What follows belongs to an exercise in optimizing a design on an open flow for small area and a short achievable clock period; a production flow would make more cautious choices.
The RTL was checked by simulation tests, not by an equivalence proof against the original design.

==> flow/design.v (outline; a module is shown in full before it is edited, if it fits) <==
// module cm_lzc32: 29 lines
// module cm_booth_enc: 17 lines
// module cm_mul_pp: 1723 lines
// module cm_mul_fin: 171 lines
// module cm_mul_pre: 29 lines
// module cm_mul_back: 37 lines
// module cm_add_expdiff: 23 lines
// module cm_add_align: 51 lines
// module cm_add_sum: 14 lines
// module cm_add_norm: 27 lines
// module cm_add_round: 26 lines
// module complex_multiplier: 283 lines
module complex_multiplier (
    input  wire        clk,
    input  wire        rst_n,
    input  wire        enable,
    input  wire [31:0] a_real,
    input  wire [31:0] a_imag,
    input  wire [31:0] c_real,
    input  wire [31:0] c_imag,
    output wire [31:0] result_real,
    output wire [31:0] result_imag,
    output wire        valid
);
  // ...
==> flow/run.sh <==
#!/bin/bash
# synth_recipe.tcl (not shown) runs the flow's synth.tcl, then flattens the netlist and writes it again
# the make line also repeats each setting of config.mk as NAME=value (left out here)
make -C /OpenROAD-flow-scripts/flow DESIGN_CONFIG=/design/flow/config.mk WORK_HOME=/design/flow/orfs CLKGATE_MAP_FILE= SYNTH_SCRIPT=/design/flow/synth_recipe.tcl finish
==> flow/config.mk <==
export PLATFORM = sky130hd
export DESIGN_NAME = complex_multiplier
export DESIGN_NICKNAME = complex_multiplier
export VERILOG_FILES = /design/flow/design.v
export SDC_FILE = /design/flow/constraint.sdc
export NUM_CORES = 4
export LEC_CHECK = 0
export CAP_MARGIN = 20
export CORE_MARGIN = 2
export CORE_UTILIZATION = 40
export SETUP_SLACK_MARGIN = 5
export SLEW_MARGIN = 20
==> flow/constraint.sdc <==
create_clock -name core_clock -period 9.0 [get_ports {clk}]
set_input_delay 1.8000 -clock core_clock [delete_from_list [all_inputs] [get_ports {clk}]]
set_output_delay 1.8000 -clock core_clock [all_outputs]
set_load 0.01 [all_outputs]
==> impl_metrics.yaml, run 1 <==
global_route:
  grt_max_degree: 60
  globalRouteMet1Util_pct: 34.38
  grtUsageTotal_pct: 25.91
  grt_util_met3_pct: 6.125
detailed_routing:
  drtIter0Drc: 9102
  met2WireLength_um: 152400
  ant_nets: 0
  drcViolationCount: 0
final_layout:
  dominant_cells: "multi-input combinational cells"
  layout_commonest_cell: "dfxtp_1"
  seq_share_pct: 21.94
  nNetsFinal: 12560
  reg_top3: "m_r1: 160 flops, m_r2: 160 flops, m_r0: 158 flops"
  multi_input_cells: 7877
synthesis:
  synth_area_per_cell_um2: 9.335
  synth_adder_area_share_pct: 26.78
  synth_top_family_by_area: "adder cells"
  async_reset_ff_share_pct: 0.5587
clock_network:
  cts_resized: 144
  cts_buffers: 138
critical_path:
  rrSetupSlack_ns: 4.89
placement:
  routabilityCongestion: 0.9244
status:
  outcome: "finished clean"
floorplanning:
  die_h_um: 514.0
==> inputs of run 2 (changes only) <==
--- a/flow/config.mk
+++ b/flow/config.mk
@@ -5,6 +5,7 @@
 export SDC_FILE = /design/flow/constraint.sdc
 export NUM_CORES = 4
 export LEC_CHECK = 0
+export ABC_AREA = 1
 export CAP_MARGIN = 20
 export CORE_MARGIN = 2
 export CORE_UTILIZATION = 40
==> impl_metrics.yaml, run 2 <==
placement:
  routabilityCongestion: 0.9951
  dpl.hpwl_um: 277400
  placed_cell_area_um2: 110400
  io_buffer_count: 195
timing:
  fin_skew_ns: 0.04931
  min_period_ns: 4.061
  timing.final.crit_share_pct: 45.12
  finalHoldViolCount: 0
  setup_tns_ns: 0
  setup_viol: 0
  tightest_slew_ns: 1.172
  slew_violations: 0
  max_slew_margin_pct: 21.72
  rsz0062_at_grt: "yes"
  max_freq_mhz: 246.3
floorplanning:
  num_rows: 188
  io_pins: 196
  dieArea_um2: 267400
  initial_core_util_pct: 40.19
  die_x_um: 517.1
  die_h_um: 517.1
  coreArea_um2: 262000
detailed_routing:
  post_drt_via_cell_ratio: 5.611
  post_drt_wl_per_cell_um: 23.94
  dr.pass1.iters: 9
  drtIter0Drc: 10270
  ant_nets: 0
  drcViolationCount: 0
  via_count: 91950
  drt-total-wl_um: 392400
synthesis:
  synthTopCellsByArea: "dfxtp_1 24%, fa_1 20%, xor2_1 12%"
  synth_top_area_share_pct: 23.68
  synthCells: 12930
  yosysMostFrequentCell: "nand2_1"
  synth_area_per_cell_um2: 8.149
  yosys-top-cells-count: "2,033 x nand2_1, 1,752 x inv_1, 1,409 x xor2_1, 1,246 x dfxtp_1, 1,170 x o22ai_1"
  synth_top_family_by_area: "adder cells"
  yosysWarningCount: 113
  synth_xor_area_share_pct: 12.45
  yosys.area_share.simple_pct: 14.06
  ys_ff_latch: 1253
  ys.flop_type: "dfxtp_1"
  synth.mux.area_fraction_pct: 0.2281
  ys_types: 82
  synthesis.nets: 14660
  yosysSeqAreaShare_pct: 23.85
  yosysTopAreaCell: "dfxtp_1"
  async_reset_ff_share_pct: 0.5587
  synth_compound_area_share_pct: 13.63
  synth_adder_area_share_pct: 26.45
  synth-edff-count: 0
  netlist_area_um2: 105300
clock_network:
  cts_root_buf: "clkbuf_16"
  cts.htree.levels: 4
  cts_tree: "built"
  clock_sinks: 1253
  cts_buffers: 147
  ctsHoldBuffers: 0
  insertion_delay_ns: 0.87
  clockBufferDepth: 3
  path_clk_slew_ns: 0.07
final_layout:
  nNetsFinal: 14480
  reg_top3: "m_r1: 160 flops, m_r2: 160 flops, m_r0: 158 flops"
  final_cell_mix: "2,027 x nand2_1, 1,716 x inv_1, 1,408 x xor2_1, 1,214 x dfxtp_1, 1,170 x o22ai_1"
  area_delta_synth_final_pct: 10.29
  multi_input_area_um2: 70630
  drive_gt1_share_pct: 5.534
  final_util_pct: 44.33
  seq_area_um2: 25160
  fillCellCount: 26210
  layout_commonest_cell: "nand2_1"
  final_area_um2: 116200
global_route:
  grt_max_degree: 49
  grt_pass1_wl_um: 576600
  grtUsageTotal_pct: 28.72
  antenna_found_initial: 5
  grt_pass1_vias: 89600
  grt_overflow: 0
critical_path:
  crit_fanout: 4
  timing.critical_path.buf_inv: 0
  path_delay_family: "simple AND/OR/NAND/NOR gates"
  worst_setup_path_start_kind: "register"
  path_class: "register to register"
  crit_required_ns: 9.64
  crit_slowest_cell: "o21ai_0"
  arrival_ns: 4.70
  crit_chain: "fa_1 -> ha_1 -> nand2_1 -> nor2_2 -> nand2_1 -> nor4_1 -> nand2_1 -> nand3_1 -> a21o_1 -> a21oi_1 -> xor2_1 -> o21ai_0"
  path_common_cell: "nand2_1"
  endpoint_kind: "register"
  critical-path-max-stage-delay_ns: 0.62
run:
  drv_cap: 0
min_path:
  min_path_type: "register to register"
status:
  outcome: "finished clean"
==> run 2: what timing repair did <==
action	in CTS	in global routing
endpoints found under the setup margin	127	155
buffers inserted	1	15
gates cloned	1	2
pin swaps	0	6
resized for setup	27	68
==> run 2: routing by layer <==
metal	vias to the layer above	global-route usage (%)	wire length, um
met5	-	0.09012	140
met4	6	15.04	25020
met3	1278	9.496	47830
met2	5429	41.91	161100
met1	43650	37.51	158300
li1	41590	-	-
==> run 2: metrics by stage <==
stage / worst slack, ns / instances / hold slack [ns]
floorplan: 5.371 / 12930 / 0.3096
global placement: 3.596 / 16090 / 0.3100
detailed placement: 4.390 / 16090 / 0.3121
CTS: 4.999 / 16370 / 0.3020
global route: 4.991 / 16380 / 0.3197
finish: 4.939 / 16390 / 0.3048
==> run 2: kinds of logic (layout without fill, tap and decap cells) <==
kind of cell,Yosys count,after routing
XOR/XNOR,1494,1494
flip-flops,1253,1253
other,0,7
multiplexers,24,24
buffers and inverters,2583,2523
adder cells (fa/ha/maj),1604,1604
AND/OR/NAND/NOR,3551,3553
AO/OA/AOI/OAI,2416,2416
==> run 2: path summary, 6_finish.rpt <==
path / start / slack, ns / cells after the start / to
worst max-delay path: m_r1[3][20] / 4.94 / 12 / p_m[3][19]
worst min-delay path: r_si[1] / 0.30 / 0 / n_si[1]
worst max register to register: m_r1[3][20] / 4.94 / 12 / p_m[3][19]
worst min register to register: r_si[1] / 0.30 / 0 / n_si[1]
max in group asynchronous: rst_n / 7.55 / 1 / valid_shift[5]
min in group asynchronous: rst_n / 1.22 / 1 / valid_shift[3]
==> run 2: cell type report <==
cell class              instances  area share [%]
multi-input cells            9091           60.80
flip-flops and latches       1253           21.66
inverters                    1843           6.025
well taps                    3515           3.786
clock buffers                 186           3.502
repair buffers                406           3.106
clock inverters                87           1.102
diodes                          7         0.01508
repair inverters                1        0.006462
==> run 2: worst register-to-register path: stages (launching register included) <==
cell and delay, ns:
dfxtp_1 0.36, fa_1 0.43, ha_1 0.45, nand2_1 0.19
nor2_2 0.37, nand2_1 0.18, nor4_1 0.20, nand2_1 0.15
nand3_1 0.34, a21o_1 0.28, a21oi_1 0.11, xor2_1 0.17
o21ai_0 0.62
==> module cm_mul_back, before the edit <==
module cm_mul_back (
    input  wire [39:0] r0,        
    input  wire [39:0] r1,
    input  wire [39:0] r2,
    input  wire        cl,        
    input  wire [7:0]  e0,
    input  wire        sp_nan,
    input  wire        sp_inf,
    input  wire        sp_zero,
    output wire [7:0]  exp_o,     
    output wire [22:0] man_o,     
    output wire        nan_o,
    output wire        inf_o,
    output wire        zero_o,
    output wire        dec_o      
);
    wire [39:0] pw;
    cm_mul_fin fin (.r0(r0), .r1(r1), .r2(r2), .cl(cl), .p(pw));
    wire [24:0] p   = pw[39:15];                   
    wire        p47 = p[24];
    wire        e0_z  = (e0 == 8'd0);
    wire        e0_1  = (e0 == 8'd1);
    wire        e0_ff = (e0 == 8'hFF);
    wire [7:0]  e0m1  = e0 - 8'd1;
    wire special = sp_nan | sp_inf | sp_zero;
    wire ovf = p47 ? e0_ff : e0_z;
    wire unf = p47 ? e0_z  : e0_1;
    wire zero = sp_zero | (~special & ~ovf & unf);
    assign zero_o = zero;
    assign nan_o  = sp_nan;
    assign inf_o  = sp_inf | (~special & ovf);
    assign dec_o  = ~p47;
    wire [7:0]  e = p47 ? e0 : e0m1;
    wire [22:0] m = p47 ? p[23:1] : p[22:0];
    assign exp_o = e;
    assign man_o = m;
endmodule
==> module cm_add_expdiff, before the edit <==
module cm_add_expdiff (
    input  wire [7:0]  e0x,
    input  wire [7:0]  e0y,
    input  wire        dx,
    input  wire        dy,
    input  wire        zx,
    input  wire        zy,
    output wire [7:0]  d,         
    output wire        xge,       
    output wire        deq        
);
    wire [9:0] a0 = {2'b0, e0x} - {2'b0, e0y};
    wire [9:0] b0 = {2'b0, e0y} - {2'b0, e0x};
    wire [9:0] am = a0 - 10'd1, ap = a0 + 10'd1;
    wire [9:0] bm = b0 - 10'd1, bp = b0 + 10'd1;
    wire [9:0] da = (dx & ~dy) ? am : (~dx & dy) ? ap : a0;
    wire [9:0] db = (dx & ~dy) ? bp : (~dx & dy) ? bm : b0;
    wire ge_n = ~da[9];
    wire eq_n = (da == 10'd0);
    assign xge  = zx ? zy : (zy | ge_n);
    assign deq  = zx ? zy : (~zy & eq_n);
    assign d    = ge_n ? da[7:0] : db[7:0];
endmodule
==> module cm_add_align, before the edit <==
module cm_add_align (
    input  wire        xs,
    input  wire        xz,
    input  wire [22:0] xm,
    input  wire        xn,
    input  wire        xi,
    input  wire        ys,        
    input  wire        yz,
    input  wire [22:0] ym,
    input  wire        yn,
    input  wire        yi,
    input  wire [7:0]  d,
    input  wire        xge,
    input  wire        deq,
    input  wire [7:0]  ex,        
    input  wire [7:0]  ey,
    output wire [7:0]  ebig,      
    output wire [23:0] big,       
    output wire [27:0] sml,       
    output wire        eff_sub,
    output wire        sign,
    output wire        nan_r,
    output wire        inf_r,
    output wire        sign_inf
);
    assign eff_sub  = xs ^ ys;
    assign nan_r    = xn | yn | (xi & yi & eff_sub);
    assign inf_r    = (xi | yi) & ~nan_r;
    assign sign_inf = xi ? xs : ys;
    assign ebig = xge ? (ex & {8{~xz}}) : ey;
    wire [22:0] xmz = xm & {23{~xz}};
    wire [22:0] ymz = ym & {23{~yz}};
    wire [23:0] sx = {~xz, xmz};
    wire [23:0] sy = {~yz, ymz};
    wire [23:0] a = xge ? sx : sy;
    wire [23:0] s = xge ? sy : sx;
    wire [47:0] t = {s, 24'd0} >> d;
    wire [23:0] win;
    genvar j;
    generate
        for (j = 0; j < 24; j = j + 1) begin : w
            assign win[j] = (d >= j + 4) && (d <= j + 24);
        end
    endgenerate
    wire sticky = |(s & win);
    wire swap0 = deq & (ymz > xmz);
    assign big  = swap0 ? sy : a;
    wire [27:0] b = swap0 ? {sx, 4'd0} : {t[47:21], sticky};
    assign sml  = b ^ {28{eff_sub}};
    assign sign = xs ^ (eff_sub & (~xge | swap0));
endmodule
==> module cm_add_sum, before the edit <==
module cm_add_sum (
    input  wire [23:0] big,
    input  wire [27:0] sml,       
    input  wire        eff_sub,
    output wire [28:0] raw,       
    output wire [4:0]  lz,
    output wire        zero
);
    wire [28:0] a = {1'b0, big, 4'd0};
    wire [28:0] b = {eff_sub, sml};
    assign raw  = a + b + {28'd0, eff_sub};
    assign zero = (raw == 29'd0);
    cm_lzc32 lzc (.v({raw[28:3], 1'b1, 5'd0}), .n(lz));
endmodule
==> module cm_add_norm, before the edit <==
module cm_add_norm (
    input  wire [28:0] raw,
    input  wire [4:0]  lz,
    input  wire [7:0]  ebig,
    output wire [23:0] mant,
    output wire        rup,
    output wire        cry,       
    output wire [7:0]  er0,       
    output wire [7:0]  er1,
    output wire        ovf0,      
    output wire        ovf1,
    output wire        unf        
);
    wire [28:0] n = raw << lz;
    assign mant = n[28:5];
    wire g = n[4];
    wire r = n[3];
    wire s = |n[2:0];
    assign rup = g & (r | s | n[5]);
    assign cry = rup & (&n[28:5]);
    wire [8:0] en = {1'b0, ebig} - {4'd0, lz};
    assign er0  = en[7:0];
    assign er1  = en[7:0] + 8'd1;
    assign ovf0 = (en[7:0] == 8'hFF);
    assign ovf1 = (en[7:0] == 8'hFE);
    assign unf  = en[8] | (en == 9'd0);
endmodule
==> module complex_multiplier, before the edit <==
module complex_multiplier (
    input  wire        clk,
    input  wire        rst_n,
    input  wire        enable,
    input  wire [31:0] a_real,
    input  wire [31:0] a_imag,
    input  wire [31:0] c_real,
    input  wire [31:0] c_imag,
    output wire [31:0] result_real,
    output wire [31:0] result_imag,
    output wire        valid
);
    wire [11:0] bo_one [0:1];
    wire [11:0] bo_two [0:1];
    wire [11:0] bo_neg [0:1];
    cm_booth_enc enc_r (.y({|c_real[30:23], c_real[22:0]}), .one(bo_one[0]), .two(bo_two[0]), .neg(bo_neg[0]));
    cm_booth_enc enc_i (.y({|c_imag[30:23], c_imag[22:0]}), .one(bo_one[1]), .two(bo_two[1]), .neg(bo_neg[1]));
    wire [7:0]  pr_e  [0:3];
    wire        pr_sg [0:3];
    wire        pr_n  [0:3];
    wire        pr_i  [0:3];
    wire        pr_z  [0:3];
    cm_mul_pre pre0 (.x(a_real), .y(c_real), .e0(pr_e[0]), .sign(pr_sg[0]), .sp_nan(pr_n[0]), .sp_inf(pr_i[0]), .sp_zero(pr_z[0]));
    cm_mul_pre pre1 (.x(a_imag), .y(c_imag), .e0(pr_e[1]), .sign(pr_sg[1]), .sp_nan(pr_n[1]), .sp_inf(pr_i[1]), .sp_zero(pr_z[1]));
    cm_mul_pre pre2 (.x(a_real), .y(c_imag), .e0(pr_e[2]), .sign(pr_sg[2]), .sp_nan(pr_n[2]), .sp_inf(pr_i[2]), .sp_zero(pr_z[2]));
    cm_mul_pre pre3 (.x(a_imag), .y(c_real), .e0(pr_e[3]), .sign(pr_sg[3]), .sp_nan(pr_n[3]), .sp_inf(pr_i[3]), .sp_zero(pr_z[3]));
    reg [23:0] ar_q, ai_q;                   
    reg [11:0] c_one [0:1];                  
    reg [11:0] c_two [0:1];
    reg [11:0] c_neg [0:1];
    reg        c_h   [0:1];                  
    reg [7:0]  o_e   [0:3];
    reg        o_sg  [0:3];
    reg        o_n   [0:3];
    reg        o_i   [0:3];
    reg        o_z   [0:3];
    integer k;
    always @(posedge clk) begin
        ar_q <= {|a_real[30:23], a_real[22:0]};
        ai_q <= {|a_imag[30:23], a_imag[22:0]};
        c_h[0] <= |c_real[30:23];
        c_h[1] <= |c_imag[30:23];
        for (k = 0; k < 2; k = k + 1) begin
            c_one[k] <= bo_one[k];
            c_two[k] <= bo_two[k];
            c_neg[k] <= bo_neg[k];
        end
        for (k = 0; k < 4; k = k + 1) begin
            o_e[k]  <= pr_e[k];
            o_sg[k] <= pr_sg[k];
            o_n[k]  <= pr_n[k];
            o_i[k]  <= pr_i[k];
            o_z[k]  <= pr_z[k];
        end
    end
    wire [39:0] f_r0 [0:3];
    wire [39:0] f_r1 [0:3];
    wire [39:0] f_r2 [0:3];
    wire        f_cl [0:3];
    cm_mul_pp mt0 (.x(ar_q), .one(c_one[0]), .two(c_two[0]), .neg(c_neg[0]), .yh(c_h[0]),
                   .r0(f_r0[0]), .r1(f_r1[0]), .r2(f_r2[0]), .cl(f_cl[0]));
    cm_mul_pp mt1 (.x(ai_q), .one(c_one[1]), .two(c_two[1]), .neg(c_neg[1]), .yh(c_h[1]),
                   .r0(f_r0[1]), .r1(f_r1[1]), .r2(f_r2[1]), .cl(f_cl[1]));
    cm_mul_pp mt2 (.x(ar_q), .one(c_one[1]), .two(c_two[1]), .neg(c_neg[1]), .yh(c_h[1]),
                   .r0(f_r0[2]), .r1(f_r1[2]), .r2(f_r2[2]), .cl(f_cl[2]));
    cm_mul_pp mt3 (.x(ai_q), .one(c_one[0]), .two(c_two[0]), .neg(c_neg[0]), .yh(c_h[0]),
                   .r0(f_r0[3]), .r1(f_r1[3]), .r2(f_r2[3]), .cl(f_cl[3]));
    reg [39:0] m_r0 [0:3];
    reg [39:0] m_r1 [0:3];
    reg [39:0] m_r2 [0:3];
    reg        m_cl [0:3];
    reg [7:0]  m_e  [0:3];
    reg        m_sg [0:3];
    reg        m_n  [0:3];
    reg        m_i  [0:3];
    reg        m_z  [0:3];
    always @(posedge clk) begin
        for (k = 0; k < 4; k = k + 1) begin
            m_r0[k] <= f_r0[k];
            m_r1[k] <= f_r1[k];
            m_r2[k] <= f_r2[k];
            m_cl[k] <= f_cl[k];
            m_e[k]  <= o_e[k];
            m_sg[k] <= o_sg[k];
            m_n[k]  <= o_n[k];
            m_i[k]  <= o_i[k];
            m_z[k]  <= o_z[k];
        end
    end
    wire [7:0]  b_e [0:3];
    wire [22:0] b_m [0:3];
    wire        b_n [0:3];
    wire        b_i [0:3];
    wire        b_z [0:3];
    wire        b_d [0:3];
    genvar g;
    generate
        for (g = 0; g < 4; g = g + 1) begin : mb
            cm_mul_back back (
                .r0(m_r0[g]), .r1(m_r1[g]), .r2(m_r2[g]), .cl(m_cl[g]), .e0(m_e[g]),
                .sp_nan(m_n[g]), .sp_inf(m_i[g]), .sp_zero(m_z[g]),
                .exp_o(b_e[g]), .man_o(b_m[g]), .nan_o(b_n[g]), .inf_o(b_i[g]),
                .zero_o(b_z[g]), .dec_o(b_d[g])
            );
        end
    endgenerate
    wire [7:0]  x_d   [0:1];
    wire        x_ge  [0:1];
    wire        x_eq  [0:1];
    generate
        for (g = 0; g < 2; g = g + 1) begin : ed
            cm_add_expdiff ediff (
                .e0x(m_e[2*g]), .e0y(m_e[2*g+1]), .dx(b_d[2*g]), .dy(b_d[2*g+1]),
                .zx(b_z[2*g]), .zy(b_z[2*g+1]),
                .d(x_d[g]), .xge(x_ge[g]), .deq(x_eq[g])
            );
        end
    endgenerate
    reg [22:0] p_m  [0:3];
    reg        p_s  [0:3];
    reg        p_n  [0:3];
    reg        p_i  [0:3];
    reg        p_z  [0:3];
    reg [7:0]  p_d  [0:1];
    reg        p_ge [0:1];
    reg        p_eq [0:1];
    reg [7:0]  p_e  [0:3];
    always @(posedge clk) begin
        for (k = 0; k < 4; k = k + 1) begin
            p_m[k] <= b_m[k];
            p_s[k] <= m_sg[k];
            p_n[k] <= b_n[k];
            p_i[k] <= b_i[k];
            p_z[k] <= b_z[k];
            p_e[k] <= b_e[k];
        end
        for (k = 0; k < 2; k = k + 1) begin
            p_d[k]  <= x_d[k];
            p_ge[k] <= x_ge[k];
            p_eq[k] <= x_eq[k];
        end
    end
    wire [23:0] al_big  [0:1];
    wire [27:0] al_sm   [0:1];
    wire [7:0]  al_e    [0:1];
    wire        al_sub  [0:1];
    wire        al_sg   [0:1];
    wire        al_n    [0:1];
    wire        al_i    [0:1];
    wire        al_si   [0:1];
    generate
        for (g = 0; g < 2; g = g + 1) begin : sa
            cm_add_align align (
                .xs(p_s[2*g]),              .xz(p_z[2*g]),   .xm(p_m[2*g]),   .xn(p_n[2*g]),   .xi(p_i[2*g]),
                .ys(p_s[2*g+1] ^ (g == 0)), .yz(p_z[2*g+1]), .ym(p_m[2*g+1]), .yn(p_n[2*g+1]), .yi(p_i[2*g+1]),
                .d(p_d[g]), .xge(p_ge[g]), .deq(p_eq[g]), .ex(p_e[2*g]), .ey(p_e[2*g+1]), .ebig(al_e[g]),
                .big(al_big[g]), .sml(al_sm[g]),
                .eff_sub(al_sub[g]), .sign(al_sg[g]), .nan_r(al_n[g]), .inf_r(al_i[g]), .sign_inf(al_si[g])
            );
        end
    endgenerate
    reg [23:0] q_big [0:1];
    reg [27:0] q_sm  [0:1];
    reg [7:0]  q_e   [0:1];
    reg        q_sub [0:1];
    reg        q_sg  [0:1];
    reg        q_n   [0:1];
    reg        q_i   [0:1];
    reg        q_si  [0:1];
    always @(posedge clk) begin
        for (k = 0; k < 2; k = k + 1) begin
            q_big[k] <= al_big[k];
            q_sm[k]  <= al_sm[k];
            q_e[k]   <= al_e[k];
            q_sub[k] <= al_sub[k];
            q_sg[k]  <= al_sg[k];
            q_n[k]   <= al_n[k];
            q_i[k]   <= al_i[k];
            q_si[k]  <= al_si[k];
        end
    end
    wire [28:0] su_raw [0:1];
    wire [4:0]  su_lz  [0:1];
    wire        su_z   [0:1];
    generate
        for (g = 0; g < 2; g = g + 1) begin : ss
            cm_add_sum sum (
                .big(q_big[g]), .sml(q_sm[g]), .eff_sub(q_sub[g]),
                .raw(su_raw[g]), .lz(su_lz[g]), .zero(su_z[g])
            );
        end
    endgenerate
    reg [28:0] r_raw [0:1];
    reg [4:0]  r_lz  [0:1];
    reg        r_z   [0:1];
    reg [7:0]  r_e   [0:1];
    reg        r_sg  [0:1];
    reg        r_n   [0:1];
    reg        r_i   [0:1];
    reg        r_si  [0:1];
    always @(posedge clk) begin
        for (k = 0; k < 2; k = k + 1) begin
            r_raw[k] <= su_raw[k];
            r_lz[k]  <= su_lz[k];
            r_z[k]   <= su_z[k];
            r_e[k]   <= q_e[k];
            r_sg[k]  <= q_sg[k];
            r_n[k]   <= q_n[k];
            r_i[k]   <= q_i[k];
            r_si[k]  <= q_si[k];
        end
    end
    wire [23:0] no_m   [0:1];
    wire        no_rup [0:1];
    wire        no_cry [0:1];
    wire [7:0]  no_er0 [0:1];
    wire [7:0]  no_er1 [0:1];
    wire        no_ov0 [0:1];
    wire        no_ov1 [0:1];
    wire        no_unf [0:1];
    generate
        for (g = 0; g < 2; g = g + 1) begin : sn
            cm_add_norm norm (.raw(r_raw[g]), .lz(r_lz[g]), .ebig(r_e[g]), .mant(no_m[g]), .rup(no_rup[g]),
                              .cry(no_cry[g]), .er0(no_er0[g]), .er1(no_er1[g]), .ovf0(no_ov0[g]), .ovf1(no_ov1[g]),
                              .unf(no_unf[g]));
        end
    endgenerate
    reg [23:0] n_m   [0:1];
    reg        n_rup [0:1];
    reg        n_cry [0:1];
    reg [7:0]  n_er0 [0:1];
    reg [7:0]  n_er1 [0:1];
    reg        n_ov0 [0:1];
    reg        n_ov1 [0:1];
    reg        n_unf [0:1];
    reg        n_z   [0:1];
    reg        n_sg  [0:1];
    reg        n_n   [0:1];
    reg        n_i   [0:1];
    reg        n_si  [0:1];
    always @(posedge clk) begin
        for (k = 0; k < 2; k = k + 1) begin
            n_m[k]   <= no_m[k];
            n_rup[k] <= no_rup[k];
            n_cry[k] <= no_cry[k];
            n_er0[k] <= no_er0[k];
            n_er1[k] <= no_er1[k];
            n_ov0[k] <= no_ov0[k];
            n_ov1[k] <= no_ov1[k];
            n_unf[k] <= no_unf[k];
            n_z[k]   <= r_z[k];
            n_sg[k]  <= r_sg[k];
            n_n[k]   <= r_n[k];
            n_i[k]   <= r_i[k];
            n_si[k]  <= r_si[k];
        end
    end
    wire [31:0] res [0:1];
    generate
        for (g = 0; g < 2; g = g + 1) begin : sr
            cm_add_round rnd (
                .mant(n_m[g]), .rup(n_rup[g]), .cry(n_cry[g]), .er0(n_er0[g]), .er1(n_er1[g]),
                .ovf0(n_ov0[g]), .ovf1(n_ov1[g]), .unf(n_unf[g]), .sign(n_sg[g]), .zero(n_z[g]),
                .nan_r(n_n[g]), .inf_r(n_i[g]), .sign_inf(n_si[g]), .result(res[g])
            );
        end
    endgenerate
    reg [31:0] out_re, out_im;
    always @(posedge clk) begin
        out_re <= res[0];
        out_im <= res[1];
    end
    assign result_real = out_re;
    assign result_imag = out_im;
    reg [6:0] valid_shift;
    always @(posedge clk or negedge rst_n) begin
        if (!rst_n)
            valid_shift <= 7'b0;
        else
            valid_shift <= {valid_shift[5:0], enable};
    end
    assign valid = valid_shift[6];
endmodule
==> inputs of run 3 (changes only) <==
--- a/flow/design.v
+++ b/flow/design.v
@@ -1981,7 +1981,7 @@
     output wire        nan_o,
     output wire        inf_o,
     output wire        zero_o,
-    output wire        dec_o      
+    output wire        p47_o      
 );
     wire [39:0] pw;
     cm_mul_fin fin (.r0(r0), .r1(r1), .r2(r2), .cl(cl), .p(pw));
@@ -1998,7 +1998,7 @@
     assign zero_o = zero;
     assign nan_o  = sp_nan;
     assign inf_o  = sp_inf | (~special & ovf);
-    assign dec_o  = ~p47;
+    assign p47_o  = p47;
     wire [7:0]  e = p47 ? e0 : e0m1;
     wire [22:0] m = p47 ? p[23:1] : p[22:0];
     assign exp_o = e;
@@ -2007,10 +2007,12 @@
 module cm_add_expdiff (
     input  wire [7:0]  e0x,
     input  wire [7:0]  e0y,
-    input  wire        dx,
-    input  wire        dy,
-    input  wire        zx,
-    input  wire        zy,
+    input  wire        spx,       
+    input  wire        spzx,      
+    input  wire        spy,
+    input  wire        spzy,
+    input  wire        p47x,
+    input  wire        p47y,
     output wire [7:0]  d,         
     output wire        xge,       
     output wire        deq        
@@ -2019,13 +2021,34 @@
     wire [9:0] b0 = {2'b0, e0y} - {2'b0, e0x};
     wire [9:0] am = a0 - 10'd1, ap = a0 + 10'd1;
     wire [9:0] bm = b0 - 10'd1, bp = b0 + 10'd1;
-    wire [9:0] da = (dx & ~dy) ? am : (~dx & dy) ? ap : a0;
-    wire [9:0] db = (dx & ~dy) ? bp : (~dx & dy) ? bm : b0;
-    wire ge_n = ~da[9];
-    wire eq_n = (da == 10'd0);
-    assign xge  = zx ? zy : (zy | ge_n);
-    assign deq  = zx ? zy : (~zy & eq_n);
-    assign d    = ge_n ? da[7:0] : db[7:0];
+    wire zx1 = spzx | (~spx & (e0x == 8'd0));
+    wire zx0 = spzx | (~spx & (e0x == 8'd1));
+    wire zy1 = spzy | (~spy & (e0y == 8'd0));
+    wire zy0 = spzy | (~spy & (e0y == 8'd1));
+    wire [9:0] da [0:3];
+    wire [9:0] db [0:3];
+    wire       zxc [0:3];
+    wire       zyc [0:3];
+    assign da[3] = a0; assign db[3] = b0; assign zxc[3] = zx1; assign zyc[3] = zy1;
+    assign da[0] = a0; assign db[0] = b0; assign zxc[0] = zx0; assign zyc[0] = zy0;
+    assign da[1] = am; assign db[1] = bp; assign zxc[1] = zx0; assign zyc[1] = zy1;
+    assign da[2] = ap; assign db[2] = bm; assign zxc[2] = zx1; assign zyc[2] = zy0;
+    wire [9:0] cand [0:3];
+    genvar c;
+    generate
+        for (c = 0; c < 4; c = c + 1) begin : cd
+            wire ge_n = ~da[c][9];
+            wire eq_n = (da[c] == 10'd0);
+            wire zx = zxc[c], zy = zyc[c];
+            assign cand[c] = {zx ? zy : (zy | ge_n),
+                              zx ? zy : (~zy & eq_n),
+                              ge_n ? da[c][7:0] : db[c][7:0]};
+        end
+    endgenerate
+    wire [9:0] sel = cand[{p47x, p47y}];
+    assign xge = sel[9];
+    assign deq = sel[8];
+    assign d   = sel[7:0];
 endmodule
 module cm_add_align (
     input  wire        xs,
@@ -2046,6 +2069,7 @@
     output wire [7:0]  ebig,      
     output wire [23:0] big,       
     output wire [27:0] sml,       
+    output wire        swap0,     
     output wire        eff_sub,
     output wire        sign,
     output wire        nan_r,
@@ -2057,12 +2081,10 @@
     assign inf_r    = (xi | yi) & ~nan_r;
     assign sign_inf = xi ? xs : ys;
     assign ebig = xge ? (ex & {8{~xz}}) : ey;
-    wire [22:0] xmz = xm & {23{~xz}};
-    wire [22:0] ymz = ym & {23{~yz}};
-    wire [23:0] sx = {~xz, xmz};
-    wire [23:0] sy = {~yz, ymz};
-    wire [23:0] a = xge ? sx : sy;
+    wire [23:0] sx = {~xz, xm & {23{~xz}}};
+    wire [23:0] sy = {~yz, ym & {23{~yz}}};
     wire [23:0] s = xge ? sy : sx;
+    assign big = xge ? sx : sy;
     wire [47:0] t = {s, 24'd0} >> d;
     wire [23:0] win;
     genvar j;
@@ -2071,30 +2093,27 @@
             assign win[j] = (d >= j + 4) && (d <= j + 24);
         end
     endgenerate
-    wire sticky = |(s & win);
-    wire swap0 = deq & (ymz > xmz);
-    assign big  = swap0 ? sy : a;
-    wire [27:0] b = swap0 ? {sx, 4'd0} : {t[47:21], sticky};
-    assign sml  = b ^ {28{eff_sub}};
-    assign sign = xs ^ (eff_sub & (~xge | swap0));
+    assign sml = {t[47:21], |(s & win)};
+    assign swap0 = deq & ~xz & (ym > xm);
+    assign sign  = xs ^ (eff_sub & (~xge | swap0));
 endmodule
 module cm_add_sum (
     input  wire [23:0] big,
-    input  wire [27:0] sml,       
+    input  wire [27:0] sml,
+    input  wire        swap0,
     input  wire        eff_sub,
     output wire [28:0] raw,       
-    output wire [4:0]  lz,
     output wire        zero
 );
-    wire [28:0] a = {1'b0, big, 4'd0};
-    wire [28:0] b = {eff_sub, sml};
+    wire [23:0] hi = swap0 ? sml[27:4] : big;
+    wire [27:0] lo = swap0 ? {big, 4'd0} : sml;
+    wire [28:0] a = {1'b0, hi, 4'd0};
+    wire [28:0] b = {1'b0, lo} ^ {29{eff_sub}};
     assign raw  = a + b + {28'd0, eff_sub};
-    assign zero = (raw == 29'd0);
-    cm_lzc32 lzc (.v({raw[28:3], 1'b1, 5'd0}), .n(lz));
+    assign zero = eff_sub ? ({big, 4'd0} == sml) : ~(|big | |sml);
 endmodule
 module cm_add_norm (
     input  wire [28:0] raw,
-    input  wire [4:0]  lz,
     input  wire [7:0]  ebig,
     output wire [23:0] mant,
     output wire        rup,
@@ -2105,6 +2124,8 @@
     output wire        ovf1,
     output wire        unf        
 );
+    wire [4:0] lz;
+    cm_lzc32 lzc (.v({raw[28:3], 1'b1, 5'd0}), .n(lz));
     wire [28:0] n = raw << lz;
     assign mant = n[28:5];
     wire g = n[4];
@@ -2157,61 +2178,60 @@
     output wire [31:0] result_imag,
     output wire        valid
 );
-    wire [11:0] bo_one [0:1];
-    wire [11:0] bo_two [0:1];
-    wire [11:0] bo_neg [0:1];
-    cm_booth_enc enc_r (.y({|c_real[30:23], c_real[22:0]}), .one(bo_one[0]), .two(bo_two[0]), .neg(bo_neg[0]));
-    cm_booth_enc enc_i (.y({|c_imag[30:23], c_imag[22:0]}), .one(bo_one[1]), .two(bo_two[1]), .neg(bo_neg[1]));
-    wire [7:0]  pr_e  [0:3];
-    wire        pr_sg [0:3];
-    wire        pr_n  [0:3];
-    wire        pr_i  [0:3];
-    wire        pr_z  [0:3];
-    cm_mul_pre pre0 (.x(a_real), .y(c_real), .e0(pr_e[0]), .sign(pr_sg[0]), .sp_nan(pr_n[0]), .sp_inf(pr_i[0]), .sp_zero(pr_z[0]));
-    cm_mul_pre pre1 (.x(a_imag), .y(c_imag), .e0(pr_e[1]), .sign(pr_sg[1]), .sp_nan(pr_n[1]), .sp_inf(pr_i[1]), .sp_zero(pr_z[1]));
-    cm_mul_pre pre2 (.x(a_real), .y(c_imag), .e0(pr_e[2]), .sign(pr_sg[2]), .sp_nan(pr_n[2]), .sp_inf(pr_i[2]), .sp_zero(pr_z[2]));
-    cm_mul_pre pre3 (.x(a_imag), .y(c_real), .e0(pr_e[3]), .sign(pr_sg[3]), .sp_nan(pr_n[3]), .sp_inf(pr_i[3]), .sp_zero(pr_z[3]));
-    reg [23:0] ar_q, ai_q;                   
-    reg [11:0] c_one [0:1];                  
-    reg [11:0] c_two [0:1];
-    reg [11:0] c_neg [0:1];
-    reg        c_h   [0:1];                  
-    reg [7:0]  o_e   [0:3];
-    reg        o_sg  [0:3];
-    reg        o_n   [0:3];
-    reg        o_i   [0:3];
-    reg        o_z   [0:3];
     integer k;
-    always @(posedge clk) begin
-        ar_q <= {|a_real[30:23], a_real[22:0]};
-        ai_q <= {|a_imag[30:23], a_imag[22:0]};
-        c_h[0] <= |c_real[30:23];
-        c_h[1] <= |c_imag[30:23];
-        for (k = 0; k < 2; k = k + 1) begin
-            c_one[k] <= bo_one[k];
-            c_two[k] <= bo_two[k];
-            c_neg[k] <= bo_neg[k];
+    genvar g;
+    wire [31:0] opd [0:3];
+    assign opd[0] = a_real;
+    assign opd[1] = a_imag;
+    assign opd[2] = c_real;
+    assign opd[3] = c_imag;
+    wire [11:0] bo_one [0:3];
+    wire [11:0] bo_two [0:3];
+    wire [11:0] bo_neg [0:3];
+    generate
+        for (g = 0; g < 4; g = g + 1) begin : enc
+            cm_booth_enc be (.y({|opd[g][30:23], opd[g][22:0]}),
+                             .one(bo_one[g]), .two(bo_two[g]), .neg(bo_neg[g]));
         end
+    endgenerate
+    reg [31:0] op_q  [0:3];
+    reg [11:0] op_one[0:3];
+    reg [11:0] op_two[0:3];
+    reg [11:0] op_neg[0:3];
+    always @(posedge clk) begin
         for (k = 0; k < 4; k = k + 1) begin
-            o_e[k]  <= pr_e[k];
-            o_sg[k] <= pr_sg[k];
-            o_n[k]  <= pr_n[k];
-            o_i[k]  <= pr_i[k];
-            o_z[k]  <= pr_z[k];
+            op_q[k]   <= opd[k];
+            op_one[k] <= bo_one[k];
+            op_two[k] <= bo_two[k];
+            op_neg[k] <= bo_neg[k];
         end
     end
+    localparam [7:0] PX = {2'd2, 2'd3, 2'd1, 2'd0};    
+    localparam [7:0] PY = {2'd1, 2'd0, 2'd3, 2'd2};    
     wire [39:0] f_r0 [0:3];
     wire [39:0] f_r1 [0:3];
     wire [39:0] f_r2 [0:3];
     wire        f_cl [0:3];
-    cm_mul_pp mt0 (.x(ar_q), .one(c_one[0]), .two(c_two[0]), .neg(c_neg[0]), .yh(c_h[0]),
-                   .r0(f_r0[0]), .r1(f_r1[0]), .r2(f_r2[0]), .cl(f_cl[0]));
-    cm_mul_pp mt1 (.x(ai_q), .one(c_one[1]), .two(c_two[1]), .neg(c_neg[1]), .yh(c_h[1]),
-                   .r0(f_r0[1]), .r1(f_r1[1]), .r2(f_r2[1]), .cl(f_cl[1]));
-    cm_mul_pp mt2 (.x(ar_q), .one(c_one[1]), .two(c_two[1]), .neg(c_neg[1]), .yh(c_h[1]),
-                   .r0(f_r0[2]), .r1(f_r1[2]), .r2(f_r2[2]), .cl(f_cl[2]));
-    cm_mul_pp mt3 (.x(ai_q), .one(c_one[0]), .two(c_two[0]), .neg(c_neg[0]), .yh(c_h[0]),
-                   .r0(f_r0[3]), .r1(f_r1[3]), .r2(f_r2[3]), .cl(f_cl[3]));
+    wire [7:0]  f_e  [0:3];
+    wire        f_sg [0:3];
+    wire        f_n  [0:3];
+    wire        f_i  [0:3];
+    wire        f_z  [0:3];
+    generate
+        for (g = 0; g < 4; g = g + 1) begin : mp
+            localparam integer X = PX[2*g+1:2*g];
+            localparam integer Y = PY[2*g+1:2*g];
+            cm_mul_pp pp (
+                .x({|op_q[X][30:23], op_q[X][22:0]}),
+                .one(op_one[Y]), .two(op_two[Y]), .neg(op_neg[Y]), .yh(|op_q[Y][30:23]),
+                .r0(f_r0[g]), .r1(f_r1[g]), .r2(f_r2[g]), .cl(f_cl[g])
+            );
+            cm_mul_pre pre (
+                .x(op_q[X]), .y(op_q[Y]), .e0(f_e[g]), .sign(f_sg[g]),
+                .sp_nan(f_n[g]), .sp_inf(f_i[g]), .sp_zero(f_z[g])
+            );
+        end
+    endgenerate
     reg [39:0] m_r0 [0:3];
     reg [39:0] m_r1 [0:3];
     reg [39:0] m_r2 [0:3];
@@ -2227,43 +2247,45 @@
             m_r1[k] <= f_r1[k];
             m_r2[k] <= f_r2[k];
             m_cl[k] <= f_cl[k];
-            m_e[k]  <= o_e[k];
-            m_sg[k] <= o_sg[k];
-            m_n[k]  <= o_n[k];
-            m_i[k]  <= o_i[k];
-            m_z[k]  <= o_z[k];
+            m_e[k]  <= f_e[k];
+            m_sg[k] <= f_sg[k];
+            m_n[k]  <= f_n[k];
+            m_i[k]  <= f_i[k];
+            m_z[k]  <= f_z[k];
         end
     end
-    wire [7:0]  b_e [0:3];
-    wire [22:0] b_m [0:3];
-    wire        b_n [0:3];
-    wire        b_i [0:3];
-    wire        b_z [0:3];
-    wire        b_d [0:3];
-    genvar g;
+    wire [7:0]  b_e   [0:3];
+    wire [22:0] b_m   [0:3];
+    wire        b_n   [0:3];
+    wire        b_i   [0:3];
+    wire        b_z   [0:3];
+    wire        b_p47 [0:3];
     generate
         for (g = 0; g < 4; g = g + 1) begin : mb
             cm_mul_back back (
                 .r0(m_r0[g]), .r1(m_r1[g]), .r2(m_r2[g]), .cl(m_cl[g]), .e0(m_e[g]),
                 .sp_nan(m_n[g]), .sp_inf(m_i[g]), .sp_zero(m_z[g]),
                 .exp_o(b_e[g]), .man_o(b_m[g]), .nan_o(b_n[g]), .inf_o(b_i[g]),
-                .zero_o(b_z[g]), .dec_o(b_d[g])
+                .zero_o(b_z[g]), .p47_o(b_p47[g])
             );
         end
     endgenerate
-    wire [7:0]  x_d   [0:1];
-    wire        x_ge  [0:1];
-    wire        x_eq  [0:1];
+    wire [7:0]  x_d  [0:1];
+    wire        x_ge [0:1];
+    wire        x_eq [0:1];
     generate
         for (g = 0; g < 2; g = g + 1) begin : ed
             cm_add_expdiff ediff (
-                .e0x(m_e[2*g]), .e0y(m_e[2*g+1]), .dx(b_d[2*g]), .dy(b_d[2*g+1]),
-                .zx(b_z[2*g]), .zy(b_z[2*g+1]),
+                .e0x(m_e[2*g]), .e0y(m_e[2*g+1]),
+                .spx(m_n[2*g] | m_i[2*g] | m_z[2*g]), .spzx(m_z[2*g]),
+                .spy(m_n[2*g+1] | m_i[2*g+1] | m_z[2*g+1]), .spzy(m_z[2*g+1]),
+                .p47x(b_p47[2*g]), .p47y(b_p47[2*g+1]),
                 .d(x_d[g]), .xge(x_ge[g]), .deq(x_eq[g])
             );
         end
     endgenerate
     reg [22:0] p_m  [0:3];
+    reg [7:0]  p_e  [0:3];
     reg        p_s  [0:3];
     reg        p_n  [0:3];
     reg        p_i  [0:3];
@@ -2271,15 +2293,14 @@
     reg [7:0]  p_d  [0:1];
     reg        p_ge [0:1];
     reg        p_eq [0:1];
-    reg [7:0]  p_e  [0:3];
     always @(posedge clk) begin
         for (k = 0; k < 4; k = k + 1) begin
             p_m[k] <= b_m[k];
+            p_e[k] <= b_e[k];
             p_s[k] <= m_sg[k];
             p_n[k] <= b_n[k];
             p_i[k] <= b_i[k];
             p_z[k] <= b_z[k];
-            p_e[k] <= b_e[k];
         end
         for (k = 0; k < 2; k = k + 1) begin
             p_d[k]  <= x_d[k];
@@ -2289,6 +2310,7 @@
     end
     wire [23:0] al_big  [0:1];
     wire [27:0] al_sm   [0:1];
+    wire        al_sw   [0:1];
     wire [7:0]  al_e    [0:1];
     wire        al_sub  [0:1];
     wire        al_sg   [0:1];
@@ -2301,13 +2323,14 @@
                 .xs(p_s[2*g]),              .xz(p_z[2*g]),   .xm(p_m[2*g]),   .xn(p_n[2*g]),   .xi(p_i[2*g]),
                 .ys(p_s[2*g+1] ^ (g == 0)), .yz(p_z[2*g+1]), .ym(p_m[2*g+1]), .yn(p_n[2*g+1]), .yi(p_i[2*g+1]),
                 .d(p_d[g]), .xge(p_ge[g]), .deq(p_eq[g]), .ex(p_e[2*g]), .ey(p_e[2*g+1]), .ebig(al_e[g]),
-                .big(al_big[g]), .sml(al_sm[g]),
+                .big(al_big[g]), .sml(al_sm[g]), .swap0(al_sw[g]),
                 .eff_sub(al_sub[g]), .sign(al_sg[g]), .nan_r(al_n[g]), .inf_r(al_i[g]), .sign_inf(al_si[g])
             );
         end
     endgenerate
     reg [23:0] q_big [0:1];
     reg [27:0] q_sm  [0:1];
+    reg        q_sw  [0:1];
     reg [7:0]  q_e   [0:1];
     reg        q_sub [0:1];
     reg        q_sg  [0:1];
@@ -2318,6 +2341,7 @@
         for (k = 0; k < 2; k = k + 1) begin
             q_big[k] <= al_big[k];
             q_sm[k]  <= al_sm[k];
+            q_sw[k]  <= al_sw[k];
             q_e[k]   <= al_e[k];
             q_sub[k] <= al_sub[k];
             q_sg[k]  <= al_sg[k];
@@ -2327,18 +2351,16 @@
         end
     end
     wire [28:0] su_raw [0:1];
-    wire [4:0]  su_lz  [0:1];
     wire        su_z   [0:1];
     generate
         for (g = 0; g < 2; g = g + 1) begin : ss
             cm_add_sum sum (
-                .big(q_big[g]), .sml(q_sm[g]), .eff_sub(q_sub[g]),
-                .raw(su_raw[g]), .lz(su_lz[g]), .zero(su_z[g])
+                .big(q_big[g]), .sml(q_sm[g]), .swap0(q_sw[g]), .eff_sub(q_sub[g]),
+                .raw(su_raw[g]), .zero(su_z[g])
             );
         end
     endgenerate
     reg [28:0] r_raw [0:1];
-    reg [4:0]  r_lz  [0:1];
     reg        r_z   [0:1];
     reg [7:0]  r_e   [0:1];
     reg        r_sg  [0:1];
@@ -2348,7 +2370,6 @@
     always @(posedge clk) begin
         for (k = 0; k < 2; k = k + 1) begin
             r_raw[k] <= su_raw[k];
-            r_lz[k]  <= su_lz[k];
             r_z[k]   <= su_z[k];
             r_e[k]   <= q_e[k];
             r_sg[k]  <= q_sg[k];
@@ -2367,7 +2388,7 @@
     wire        no_unf [0:1];
     generate
         for (g = 0; g < 2; g = g + 1) begin : sn
-            cm_add_norm norm (.raw(r_raw[g]), .lz(r_lz[g]), .ebig(r_e[g]), .mant(no_m[g]), .rup(no_rup[g]),
+            cm_add_norm norm (.raw(r_raw[g]), .ebig(r_e[g]), .mant(no_m[g]), .rup(no_rup[g]),
                               .cry(no_cry[g]), .er0(no_er0[g]), .er1(no_er1[g]), .ovf0(no_ov0[g]), .ovf1(no_ov1[g]),
                               .unf(no_unf[g]));
         end
--- a/flow/config.mk
+++ b/flow/config.mk
@@ -5,7 +5,6 @@
 export SDC_FILE = /design/flow/constraint.sdc
 export NUM_CORES = 4
 export LEC_CHECK = 0
-export ABC_AREA = 1
 export CAP_MARGIN = 20
 export CORE_MARGIN = 2
 export CORE_UTILIZATION = 40
==> impl_metrics.yaml, run 3 <==
status:
  outcome: "finished clean"
placement:
  routabilityCongestion: 0.9161
  io_buffer_count: 195
  pre_cts_slack_ns: 3.101
  dpl.hpwl_um: 251300
global_route:
  grt_pass1_vias: 89010
  grt_pass1_wl_um: 546700
  grtUsageTotal_pct: 25.91
  grt_max_degree: 57
  antenna_found_initial: 14
  grt_overflow: 0
detailed_routing:
  dr.pass1.iters: 6
  post_drt_wl_per_cell_um: 24.30
  via_count: 85890
  drcViolationCount: 0
  post_drt_via_cell_ratio: 5.756
  met3_length_um: 31170
  drt-total-wl_um: 362600
  highest_layer: "met5"
  ant_nets: 0
  wl_met1_um: 143300
  met2WireLength_um: 161800
  drtIter0Drc: 8186
timing:
  tightest_slew_ns: 1.202
  setup_viol: 0
  slew_violations: 0
  min_period_ns: 4.092
  rsz0062_at_grt: "yes"
  max_slew_margin_pct: 19.75
  fin_skew_ns: 0.07014
  timing.final.crit_share_pct: 45.46
  finalWorstSetupSlack_ns: 4.908
  finalHoldViolCount: 0
  setup_tns_ns: 0
  max_freq_mhz: 244.4
  whs_ns: 0.3149
synthesis:
  synth_top_area_share_pct: 24.91
  ys_ff_latch: 1341
  synthTopCellsByArea: "dfxtp_1 25%, fa_1 19%, xnor2_1 9.3%"
  synthesis.nets: 13080
  async_reset_ff_share_pct: 0.5220
  synthCells: 11320
  netlist_area_um2: 107200
  yosysMostFrequentCell: "dfxtp_1"
  yosys-top-cells-count: "1,334 x dfxtp_1, 1,180 x inv_1, 1,139 x xnor2_1, 1,132 x a22oi_1, 1,038 x fa_1"
  synth_area_per_cell_um2: 9.468
  ys_types: 94
  ys.flop_type: "dfxtp_1"
  yosysWarningCount: 104
  synth-edff-count: 0
  yosysSeqAreaShare_pct: 25.07
  yosysTopAreaCell: "dfxtp_1"
floorplanning:
  io_pins: 196
  die_x_um: 521.7
  die_h_um: 521.7
  dieArea_um2: 272200
  coreArea_um2: 267200
  initial_core_util_pct: 40.12
  num_rows: 190
final_layout:
  final_cell_mix: "1,300 x dfxtp_1, 1,167 x inv_1, 1,132 x a22oi_1, 1,123 x xnor2_1, 1,038 x fa_1"
  reg_top3: "m_r0: 160 flops, m_r1: 160 flops, m_r2: 160 flops"
  area_delta_synth_final_pct: 13.33
  layout_commonest_cell: "dfxtp_1"
  drive_gt1_share_pct: 9.492
  nNetsFinal: 13000
critical_path:
  crit_required_ns: 9.78
  path_class: "register to register"
  endpoint_kind: "register"
  arrival_ns: 4.87
  crit_fanout: 3
  worst_setup_path_start_kind: "register"
min_path:
  min_path_type: "register to register"
clock_network:
  insertion_delay_ns: 0.88
  path_clk_slew_ns: 0.06
  clock_sinks: 1341
  clockBufferDepth: 4
  cts_root_buf: "clkbuf_16"
  cts_tree: "built"
  ctsHoldBuffers: 0
  cts.htree.levels: 4
  cts_buffers: 162
run:
  drv_cap: 0
## run 3: what timing repair did
item | in CTS | in global routing
buffers inserted | 53 | 57
gates cloned | 16 | 8
setup endpoints to repair | 242 | 166
pin swaps | 74 | 91
gates resized for setup | 200 | 195
## run 3: path summary, 6_finish.rpt
path                            cells past startpoint              to  slack [ns]  startpoint
worst max-delay path                               18         p_eq[1]        4.91  m_r2[2][2]
worst min-delay path                                0          r_i[0]        0.31      q_i[0]
worst max register to register                     18         p_eq[1]        4.91  m_r2[2][2]
worst min register to register                      0          r_i[0]        0.31      q_i[0]
max in group asynchronous                           1  valid_shift[0]        7.59       rst_n
min in group asynchronous                           1  valid_shift[5]        1.19       rst_n
## run 3: kinds of logic after synthesis
family / synth area share (%)
flip-flops: 25.07
AO/OA/AOI/OAI: 15.82
AND/OR/NAND/NOR: 8.881
XOR/XNOR: 13.20
adder cells (fa/ha/maj): 26.27
buffers and inverters: 7.196
multiplexers: 3.556
## run 3: metal layers
metal	global-route usage [%]	vias to the layer above
met5	0	-
met4	16.45	14
met3	5.094	1153
met2	40.89	4425
met1	32.45	42170
li1	-	38130
## run 3: final cells by class
| cell class | count | area [um^2] |
|---|---|---|
| well taps | 3552 | 4444 |
| repair buffers | 580 | 5640 |
| clock buffers | 204 | 4492 |
| diodes | 4 | 10.01 |
| multi-input cells | 7946 | 74160 |
| clock inverters | 86 | 1252 |
| fillers | 25280 | 145700 |
| flip-flops and latches | 1341 | 26930 |
| inverters | 1209 | 4557 |
| repair inverters | 1 | 5.005 |
## run 3: metrics by stage
stage               cells  instance area, um^2  util (%)
global route        14920               121500     45.47
detailed placement  14500               112500     42.10
CTS                 14850               119900     44.89
finish              14920               121500     45.47
global placement    14490               112500     42.09
floorplan           11320               107200         -
## run 3: worst max-delay path, cell delays in order, from the launching register on
cell and delay, ns:
dfxtp_2 0.32, inv_2 0.04, fa_1 0.55, inv_2 0.05, ha_4 0.26, o21ai_2 0.05, o211ai_1 0.31, o2111ai_4 0.29
a21o_1 0.27, a21oi_2 0.19, o21ai_2 0.09, a211o_1 0.29, nand3_4 0.14, buf_12 0.12, xor2_4 0.22, buf_12 0.15
mux2_4 0.29, o221a_2 0.24, o21ai_1 0.11

[afterwards: timing with drivers on the ports]
In the flow no input, the clock included, has a driving cell. The finished layouts below were timed again as built, in two steps.
Step 1 (the two cells are an assumption about what drives the block):
set clk [get_ports {clk}]
set_driving_cell -lib_cell sky130_fd_sc_hd__clkbuf_16 $clk
set_driving_cell -lib_cell sky130_fd_sc_hd__buf_2 [delete_from_list [all_inputs] $clk]
Step 2, shift: input delay + t, output delay - t, t = (earliest + latest rising clock arrival at the registers) / 2. This alone moves slack from input paths to output paths.
a / b / c = ideal / step 1 / step 2; a / b = the first two.
| run | t (ns) | setup slack, ns | hold WS [ns] | worst setup path after step 2 | pins driven straight from the clock port |
|---|---|---|---|---|---|
| run 1 | 0.897 | 4.889 / 4.889 / 4.258 | 0.320 / 0.320 / 0.320 | input to register | 1 |
| run 2 | 0.936 | 4.939 / 4.939 / 4.435 | 0.305 / 0.305 / 0.305 | input to register | 1 |
| run 3 | 0.958 | 4.908 / 4.908 / 4.544 | 0.315 / 0.315 / 0.315 | input to register | 1 |
After both steps setup and hold are still met in every run listed. The setup slack of run 1, which loses most, moves by 0.000 ns with the drivers and by -0.631 ns with both steps.
